This design comes from an exercise in tuning for small area and a short achievable clock period on the open sky130 flow, not from production work.
No driver is modelled on the clock port, so clock power and skew are understated where the tree is cut down; a real chip needs a root buffer or a tree.
Power and IR drop assume default switching activity.

lane 1:
==> flow/design.v <==
module fifo_regs_no_flags #(
    parameter g_WIDTH = 8,   
    parameter g_DEPTH = 32   
)(
    input wire i_rst_sync,                 
    input wire i_clk,                      
    input wire i_wr_en,                    
    input wire [g_WIDTH-1:0] i_wr_data,    
    output wire o_full,                    
    input wire i_rd_en,                    
    output wire [g_WIDTH-1:0] o_rd_data,   
    output wire o_empty                    
);
    localparam NLO = 4;
    localparam NHI = g_DEPTH / NLO;
    reg [g_WIDTH-1:0] r_SR [0:g_DEPTH-2];
    reg [g_WIDTH-1:0] r_WD;
    reg r_WQ;
    reg [g_WIDTH-1:0] r_HEAD;
    reg [NLO-1:0] r_LO;
    reg [NHI-1:0] r_HI;
    reg r_EMPTY;     
    reg r_FULL;      
    reg r_LE1;       
    wire w_WR = i_wr_en && !r_FULL;
    wire w_RD = i_rd_en && !r_EMPTY;
    wire w_UP = w_WR && !w_RD;
    wire w_DN = w_RD && !w_WR;
    wire w_Q0  = r_LO[0] && r_HI[0];
    wire w_Q1  = r_LO[1] && r_HI[0];
    wire w_Q29 = r_LO[NLO-3] && r_HI[NHI-1];
    wire w_Q30 = r_LO[NLO-2] && r_HI[NHI-1];
    wire w_Q31 = r_LO[NLO-1] && r_HI[NHI-1];
    wire w_N1  = r_WQ ? w_Q31 : w_Q0;     
    wire w_N2  = r_WQ ? w_Q0  : w_Q1;     
    wire w_NF1 = r_WQ ? w_Q29 : w_Q30;    
    reg [g_WIDTH-1:0] w_NEXT;
    reg [g_WIDTH-1:0] w_GRP;
    integer g, l;
    always @(*) begin
        w_NEXT = {g_WIDTH{1'b0}};
        for (g = 0; g < NHI; g = g + 1) begin
            w_GRP = {g_WIDTH{1'b0}};
            for (l = 0; l < NLO; l = l + 1)
                w_GRP = w_GRP | ({g_WIDTH{r_LO[l]}} &
                                 ((NLO*g + l == 0) ? r_WD : r_SR[NLO*g + l - 1]));
            w_NEXT = w_NEXT | ({g_WIDTH{r_HI[g]}} & w_GRP);
        end
    end
    integer i;
    always @(posedge i_clk) begin
        r_WD <= i_wr_data;
        if (r_WQ) begin
            r_SR[0] <= r_WD;
            for (i = 1; i < g_DEPTH-1; i = i + 1)
                r_SR[i] <= r_SR[i-1];
        end
        if (r_EMPTY || i_rd_en)
            r_HEAD <= r_LE1 ? i_wr_data : w_NEXT;
    end
    wire [NLO-1:0] w_LO_L = {r_LO[NLO-2:0], r_LO[NLO-1]};    
    wire [NLO-1:0] w_LO_R = {r_LO[0], r_LO[NLO-1:1]};        
    wire [NHI-1:0] w_HI_L = r_LO[NLO-1] ? {r_HI[NHI-2:0], r_HI[NHI-1]} : r_HI;
    wire [NHI-1:0] w_HI_R = r_LO[0]     ? {r_HI[0], r_HI[NHI-1:1]}     : r_HI;
    wire [NLO-1:0] w_LO_RD = r_WQ ? r_LO   : w_LO_R;
    wire [NLO-1:0] w_LO_NR = r_WQ ? w_LO_L : r_LO;
    wire [NHI-1:0] w_HI_RD = r_WQ ? r_HI   : w_HI_R;
    wire [NHI-1:0] w_HI_NR = r_WQ ? w_HI_L : r_HI;
    always @(posedge i_clk) begin
        if (i_rst_sync) begin
            r_WQ    <= 1'b0;
            r_LO    <= {1'b1, {(NLO-1){1'b0}}};
            r_HI    <= {1'b1, {(NHI-1){1'b0}}};
            r_EMPTY <= 1'b1;
            r_FULL  <= 1'b0;
            r_LE1   <= 1'b1;
        end else begin
            r_WQ   <= w_WR;
            r_LO   <= w_RD ? w_LO_RD : w_LO_NR;
            r_HI   <= w_RD ? w_HI_RD : w_HI_NR;
            if (w_UP) begin
                r_EMPTY <= 1'b0;
                r_FULL  <= w_NF1;
                r_LE1   <= r_EMPTY;
            end else if (w_DN) begin
                r_EMPTY <= w_N1;
                r_FULL  <= 1'b0;
                r_LE1   <= w_N1 || w_N2;
            end
        end
    end
    assign o_rd_data = r_HEAD;
    assign o_full    = r_FULL;
    assign o_empty   = r_EMPTY;
endmodule
export LEC_CHECK = 0
export ABC_CLOCK_PERIOD_IN_PS = 1800
export CAP_MARGIN = 20
export CORE_MARGIN = 2
export CORE_UTILIZATION = 40
export CTS_BUF_LIST = sky130_fd_sc_hd__clkbuf_8 sky130_fd_sc_hd__clkbuf_16
export CTS_CLUSTER_DIAMETER = 100
export CTS_CLUSTER_SIZE = 24
export SETUP_SLACK_MARGIN = 2.0
export SLEW_MARGIN = 20
create_clock -name core_clock -period 3.6 [get_ports {i_clk}]
standard.sh (not shown) runs the stock make flow with config.mk's settings and CLKGATE_MAP_FILE= SYNTH_SCRIPT=/design/flow/synth_recipe.tcl, a recipe that flattens the netlist after the stock synthesis.
==> flow/flow/run.sh <==
#!/bin/bash
# The standard layout (standard.sh) with two changes:
#  - buffer_ports puts buf_2 cells on the ports, not the slow clock-delay
#    buffer it picks by default;
#  - after clock tree synthesis, clock_roots.tcl replaces the buffers above
#    the leaf clock buffers by four buffers driven by the clock port.
# Every tool's full output is in orfs/logs/; the whole run is also in run.log.
set -euo pipefail
export BUFFER_PORTS_ARGS="-buffer_cell sky130_fd_sc_hd__buf_2"
export CTS_ARGS="-sink_clustering_enable -repair_clock_nets -sink_clustering_size 24 -sink_clustering_max_diameter 100 -buf_list {sky130_fd_sc_hd__clkbuf_8 sky130_fd_sc_hd__clkbuf_16} -dont_use_dummy_load"
export POST_CTS_TCL="$PWD/flow/clock_roots.tcl"
bash standard.sh finish > run.log 2>&1
Other scripts of this flow, unchanged in this note and not shown: flow/flow/clock_roots.tcl
Lane 1 completed; timing, DRC and antenna clean
## Diff of input files: lane 2 against lane 1
diff --git a/flow/design.v b/flow/design.v
--- a/flow/design.v
+++ b/flow/design.v
@@ -12,7 +12,7 @@
     output wire o_empty                    
 );
-    localparam NLO = 4;
+    localparam NLO = 8;
     localparam NHI = g_DEPTH / NLO;
-    reg [g_WIDTH-1:0] r_SR [0:g_DEPTH-2];
+    reg [g_WIDTH-1:0] r_SR [0:g_DEPTH-3];
     reg [g_WIDTH-1:0] r_WD;
     reg r_WQ;
@@ -32,4 +32,5 @@
     wire w_Q30 = r_LO[NLO-2] && r_HI[NHI-1];
     wire w_Q31 = r_LO[NLO-1] && r_HI[NHI-1];
+    wire w_SHIFT = r_WQ && !w_Q30;
     wire w_N1  = r_WQ ? w_Q31 : w_Q0;     
     wire w_N2  = r_WQ ? w_Q0  : w_Q1;     
@@ -43,6 +44,7 @@
             w_GRP = {g_WIDTH{1'b0}};
             for (l = 0; l < NLO; l = l + 1)
-                w_GRP = w_GRP | ({g_WIDTH{r_LO[l]}} &
-                                 ((NLO*g + l == 0) ? r_WD : r_SR[NLO*g + l - 1]));
+                if (NLO*g + l < g_DEPTH-1)
+                    w_GRP = w_GRP | ({g_WIDTH{r_LO[l]}} &
+                                     ((NLO*g + l == 0) ? r_WD : r_SR[NLO*g + l - 1]));
             w_NEXT = w_NEXT | ({g_WIDTH{r_HI[g]}} & w_GRP);
         end
@@ -50,8 +52,9 @@
     integer i;
     always @(posedge i_clk) begin
-        r_WD <= i_wr_data;
-        if (r_WQ) begin
+        if (!r_WQ || w_SHIFT)
+            r_WD <= i_wr_data;
+        if (w_SHIFT) begin
             r_SR[0] <= r_WD;
-            for (i = 1; i < g_DEPTH-1; i = i + 1)
+            for (i = 1; i < g_DEPTH-2; i = i + 1)
                 r_SR[i] <= r_SR[i-1];
         end
@@ -63,8 +66,8 @@
     wire [NHI-1:0] w_HI_L = r_LO[NLO-1] ? {r_HI[NHI-2:0], r_HI[NHI-1]} : r_HI;
     wire [NHI-1:0] w_HI_R = r_LO[0]     ? {r_HI[0], r_HI[NHI-1:1]}     : r_HI;
-    wire [NLO-1:0] w_LO_RD = r_WQ ? r_LO   : w_LO_R;
-    wire [NLO-1:0] w_LO_NR = r_WQ ? w_LO_L : r_LO;
-    wire [NHI-1:0] w_HI_RD = r_WQ ? r_HI   : w_HI_R;
-    wire [NHI-1:0] w_HI_NR = r_WQ ? w_HI_L : r_HI;
+    wire [NLO-1:0] w_LO_RD = w_SHIFT ? r_LO   : w_LO_R;
+    wire [NLO-1:0] w_LO_NR = w_SHIFT ? w_LO_L : r_LO;
+    wire [NHI-1:0] w_HI_RD = w_SHIFT ? r_HI   : w_HI_R;
+    wire [NHI-1:0] w_HI_NR = w_SHIFT ? w_HI_L : r_HI;
     always @(posedge i_clk) begin
         if (i_rst_sync) begin
@@ -76,5 +79,5 @@
             r_LE1   <= 1'b1;
         end else begin
-            r_WQ   <= w_WR;
+            r_WQ   <= w_WR || (r_WQ && !w_SHIFT);
             r_LO   <= w_RD ? w_LO_RD : w_LO_NR;
             r_HI   <= w_RD ? w_HI_RD : w_HI_NR;
Notes after the runs:
- Lane 2: internal power consumption about 3.6% below lane 1
- In lane 2, the sequential cell count came out 2.9% below the value in lane 1.
- In lane 2, the die area came out 6.4% below the value in lane 1.
- Lane 2: fraction of met1 tracks used by global routing is 1.4 points lower than what lane 1 reported.
- Diff lane 1 -> lane 2 | transition at the pin with the smallest max-transition slack | decrease of 150 ps
- For lane 1, the worst-path cell with the longest stage delay was dfxtp_4, unlike lane 2, where it was edfxtp_1.
- The synthesized cell count in lane 2 is 0.899 times that in lane 1.
- Looking at final routed wirelength across all metal layers, lane 2 sits 2700 µm below lane 1.
- Looking at timing endpoint of the critical path, the o_rd_data[3] result is from lane 2; the r_HEAD[4] one comes from lane 1.
- Summary: detailed placer's ending HPWL, lane 2 worse than lane 1
Function was not checked in any run of this note: the RTL went through the layout flow alone.

## oak
Another version of the RTL of fifo_regs_no_flags (not shown whole).
For scale: about 290 flip-flops, ~22 I/O pins, about 11000 sq um of cells after synthesis.
==> module fifo_regs_no_flags, before the edit <==
module fifo_regs_no_flags #(
    parameter g_WIDTH = 8,   
    parameter g_DEPTH = 32   
)(
    input wire i_rst_sync,                 
    input wire i_clk,                      
    input wire i_wr_en,                    
    input wire [g_WIDTH-1:0] i_wr_data,    
    output wire o_full,                    
    input wire i_rd_en,                    
    output wire [g_WIDTH-1:0] o_rd_data,   
    output wire o_empty                    
);
    localparam NLO = 8;
    localparam NHI = g_DEPTH / NLO;
    reg [g_WIDTH-1:0] r_SR [0:g_DEPTH-2];
    reg [g_WIDTH-1:0] r_WD;
    reg r_WQ;
    reg [g_WIDTH-1:0] r_HEAD;
    reg [NLO-1:0] r_LO;
    reg [NLO-1:0] r_LO_N;    
    reg [NHI-1:0] r_HI;
    reg r_EMPTY;     
    reg r_FULL;      
    reg r_LE1;       
    wire w_WR = i_wr_en && !r_FULL;
    wire w_RD = i_rd_en && !r_EMPTY;
    wire w_UP = w_WR && !w_RD;
    wire w_DN = w_RD && !w_WR;
    wire w_Q0  = r_LO[0] && r_HI[0];
    wire w_Q1  = r_LO[1] && r_HI[0];
    wire w_Q29 = r_LO[NLO-3] && r_HI[NHI-1];
    wire w_Q30 = r_LO[NLO-2] && r_HI[NHI-1];
    wire w_Q31 = r_LO[NLO-1] && r_HI[NHI-1];
    wire w_N1  = r_WQ ? w_Q31 : w_Q0;     
    wire w_N2  = r_WQ ? w_Q0  : w_Q1;     
    wire w_NF1 = r_WQ ? w_Q29 : w_Q30;    
    reg [g_WIDTH-1:0] w_NEXT;
    reg [g_WIDTH-1:0] w_GRP;
    integer g, l;
    always @(*) begin
        w_NEXT = {g_WIDTH{1'b0}};
        for (g = 0; g < NHI; g = g + 1) begin
            w_GRP = {g_WIDTH{1'b0}};
            for (l = 0; l < NLO; l = l + 1)
                w_GRP = w_GRP | ({g_WIDTH{(2*g < NHI) ? r_LO[l] : !r_LO_N[l]}} &
                                 ((NLO*g + l == 0) ? r_WD : r_SR[NLO*g + l - 1]));
            w_NEXT = w_NEXT | ({g_WIDTH{r_HI[g]}} & w_GRP);
        end
    end
    integer i;
    always @(posedge i_clk) begin
        r_WD <= i_wr_data;
        if (r_WQ) begin
            r_SR[0] <= r_WD;
            for (i = 1; i < g_DEPTH-1; i = i + 1)
                r_SR[i] <= r_SR[i-1];
        end
        if (r_EMPTY || i_rd_en)
            r_HEAD <= r_LE1 ? i_wr_data : w_NEXT;
    end
    wire [NLO-1:0] w_LO_L = {r_LO[NLO-2:0], r_LO[NLO-1]};    
    wire [NLO-1:0] w_LO_R = {r_LO[0], r_LO[NLO-1:1]};        
    wire [NHI-1:0] w_HI_L = r_LO[NLO-1] ? {r_HI[NHI-2:0], r_HI[NHI-1]} : r_HI;
    wire [NHI-1:0] w_HI_R = r_LO[0]     ? {r_HI[0], r_HI[NHI-1:1]}     : r_HI;
    wire [NLO-1:0] w_LO_RD = r_WQ ? r_LO   : w_LO_R;
    wire [NLO-1:0] w_LO_NR = r_WQ ? w_LO_L : r_LO;
    wire [NHI-1:0] w_HI_RD = r_WQ ? r_HI   : w_HI_R;
    wire [NHI-1:0] w_HI_NR = r_WQ ? w_HI_L : r_HI;
    always @(posedge i_clk) begin
        if (i_rst_sync) begin
            r_WQ    <= 1'b0;
            r_LO    <= {1'b1, {(NLO-1){1'b0}}};
            r_LO_N  <= {1'b0, {(NLO-1){1'b1}}};
            r_HI    <= {1'b1, {(NHI-1){1'b0}}};
            r_EMPTY <= 1'b1;
            r_FULL  <= 1'b0;
            r_LE1   <= 1'b1;
        end else begin
            r_WQ   <= w_WR;
            r_LO   <= w_RD ? w_LO_RD : w_LO_NR;
            r_LO_N <= w_RD ? ~w_LO_RD : ~w_LO_NR;
            r_HI   <= w_RD ? w_HI_RD : w_HI_NR;
            if (w_UP) begin
                r_EMPTY <= 1'b0;
                r_FULL  <= w_NF1;
                r_LE1   <= r_EMPTY;
            end else if (w_DN) begin
                r_EMPTY <= w_N1;
                r_FULL  <= 1'b0;
                r_LE1   <= w_N1 || w_N2;
            end
        end
    end
    assign o_rd_data = r_HEAD;
    assign o_full    = r_FULL;
    assign o_empty   = r_EMPTY;
endmodule
Settings: LEC_CHECK=0, ABC_CLOCK_PERIOD_IN_PS=1800, CAP_MARGIN=20, CORE_MARGIN=2, CORE_UTILIZATION=40, CTS_BUF_LIST=sky130_fd_sc_hd__clkbuf_8 sky130_fd_sc_hd__clkbuf_16, CTS_CLUSTER_DIAMETER=100, CTS_CLUSTER_SIZE=24, SETUP_SLACK_MARGIN=1.8, SLEW_MARGIN=20; clock period 3.6 ns.
==> flow/flow/run.sh <==
#!/bin/bash
# The standard layout (standard.sh: standard synthesis, ORFS floorplan to
# finish), with one change: the buffers that buffer_ports puts on every input
# and output port are buf_4 cells, not the slow clock-delay buffer that
# buffer_ports picks by default. The full output of every tool is in
# orfs/logs/; the output of the whole run is also in run.log here.
set -euo pipefail
export BUFFER_PORTS_ARGS="-buffer_cell sky130_fd_sc_hd__buf_4"
bash standard.sh finish > run.log 2>&1
[inputs] cedar vs oak
--- a/flow/design.v
+++ b/flow/design.v
@@ -16,8 +16,9 @@
     reg [g_WIDTH-1:0] r_SR [0:g_DEPTH-2];
     reg [g_WIDTH-1:0] r_WD;
     reg r_WQ;
     reg [g_WIDTH-1:0] r_HEAD;
+    reg [g_WIDTH-1:0] r_OUT;
     reg [NLO-1:0] r_LO;
     reg [NLO-1:0] r_LO_N;    
     reg [NHI-1:0] r_HI;
     reg r_EMPTY;     
@@ -57,17 +58,10 @@
                 r_SR[i] <= r_SR[i-1];
         end
         if (r_EMPTY || i_rd_en)
             r_HEAD <= r_LE1 ? i_wr_data : w_NEXT;
+        r_OUT <= (r_EMPTY || i_rd_en) ? (r_LE1 ? i_wr_data : w_NEXT) : r_HEAD;
     end
-    wire [NLO-1:0] w_LO_L = {r_LO[NLO-2:0], r_LO[NLO-1]};    
-    wire [NLO-1:0] w_LO_R = {r_LO[0], r_LO[NLO-1:1]};        
-    wire [NHI-1:0] w_HI_L = r_LO[NLO-1] ? {r_HI[NHI-2:0], r_HI[NHI-1]} : r_HI;
-    wire [NHI-1:0] w_HI_R = r_LO[0]     ? {r_HI[0], r_HI[NHI-1:1]}     : r_HI;
-    wire [NLO-1:0] w_LO_RD = r_WQ ? r_LO   : w_LO_R;
-    wire [NLO-1:0] w_LO_NR = r_WQ ? w_LO_L : r_LO;
-    wire [NHI-1:0] w_HI_RD = r_WQ ? r_HI   : w_HI_R;
-    wire [NHI-1:0] w_HI_NR = r_WQ ? w_HI_L : r_HI;
     always @(posedge i_clk) begin
         if (i_rst_sync) begin
             r_WQ    <= 1'b0;
             r_LO    <= {1'b1, {(NLO-1){1'b0}}};
@@ -76,12 +70,20 @@
             r_EMPTY <= 1'b1;
             r_FULL  <= 1'b0;
             r_LE1   <= 1'b1;
         end else begin
-            r_WQ   <= w_WR;
-            r_LO   <= w_RD ? w_LO_RD : w_LO_NR;
-            r_LO_N <= w_RD ? ~w_LO_RD : ~w_LO_NR;
-            r_HI   <= w_RD ? w_HI_RD : w_HI_NR;
+            r_WQ <= w_WR;
+            if (r_WQ && !w_RD) begin
+                r_LO <= {r_LO[NLO-2:0], r_LO[NLO-1]};
+                r_LO_N <= ~{r_LO[NLO-2:0], r_LO[NLO-1]};
+                if (r_LO[NLO-1])
+                    r_HI <= {r_HI[NHI-2:0], r_HI[NHI-1]};
+            end else if (!r_WQ && w_RD) begin
+                r_LO <= {r_LO[0], r_LO[NLO-1:1]};
+                r_LO_N <= ~{r_LO[0], r_LO[NLO-1:1]};
+                if (r_LO[0])
+                    r_HI <= {r_HI[0], r_HI[NHI-1:1]};
+            end
             if (w_UP) begin
                 r_EMPTY <= 1'b0;
                 r_FULL  <= w_NF1;
                 r_LE1   <= r_EMPTY;
@@ -91,8 +93,8 @@
                 r_LE1   <= w_N1 || w_N2;
             end
         end
     end
-    assign o_rd_data = r_HEAD;
+    assign o_rd_data = r_OUT;
     assign o_full    = r_FULL;
     assign o_empty   = r_EMPTY;
 endmodule
==> comparison <==
- Comparing the two runs side by side, cedar comes out behind oak on power.
- Of cedar and oak, it is cedar that has the higher leakage power total.
- Clock buffer count from CTS: cedar vs oak identical
- [diff] achievable clock frequency, cedar relative to oak: improvement
- [compare] base=oak new=cedar: non-filler instance count after layout went up 1.1%; number of nets produced by synthesis saw an increase.
- Number of sequential cells in the layout: oak vs cedar identical
- Taking oak as 1.0, cedar lands at 1.18 on largest net degree at the start of global routing.
- cedar vs. oak: placer congestion estimate now sits lower; summed area of non-filler cells in the final layout now sits at about the same level.
- Re amount of wire on met3 after detailed routing: oak was lower than cedar.
No functional check of the RTL was part of any run of this note.

[re-timing with driven ports]
How much do the figures lean on ideal ports? The routed layouts below were timed once more, with nothing changed but the port constraints. Step 1, drivers: a clkbuf_16 drives i_clk and a buf_2 each remaining input, both assumed. Step 2 also shifts input and output timing later by t, the mid clock arrival at the registers, as if the neighbouring blocks saw the same clock. Three values: ideal ports, drivers, drivers and shift; two values: the first two.
run | t, ns | setup WS [ns] | clock arrival spread, ns | worst slew at a driven data input, ns
lane 1 | 0.400 | 1.816 / 1.816 / 1.673 | 0.031 / 0.031 | 0.05
lane 2 | 0.389 | 1.911 / 1.830 / 1.784 | 0.046 / 0.045 | 0.03
oak | 0.531 | 1.755 / 1.711 / 1.559 | 0.027 / 0.026 | 0.03
cedar | 0.529 | 1.779 / 1.735 / 1.501 | 0.032 / 0.032 | 0.04
After both steps setup and hold are still met in every run listed. For cedar, which loses most, drivers alone change the setup slack by -0.044 ns; drivers and shift together by -0.278 ns.
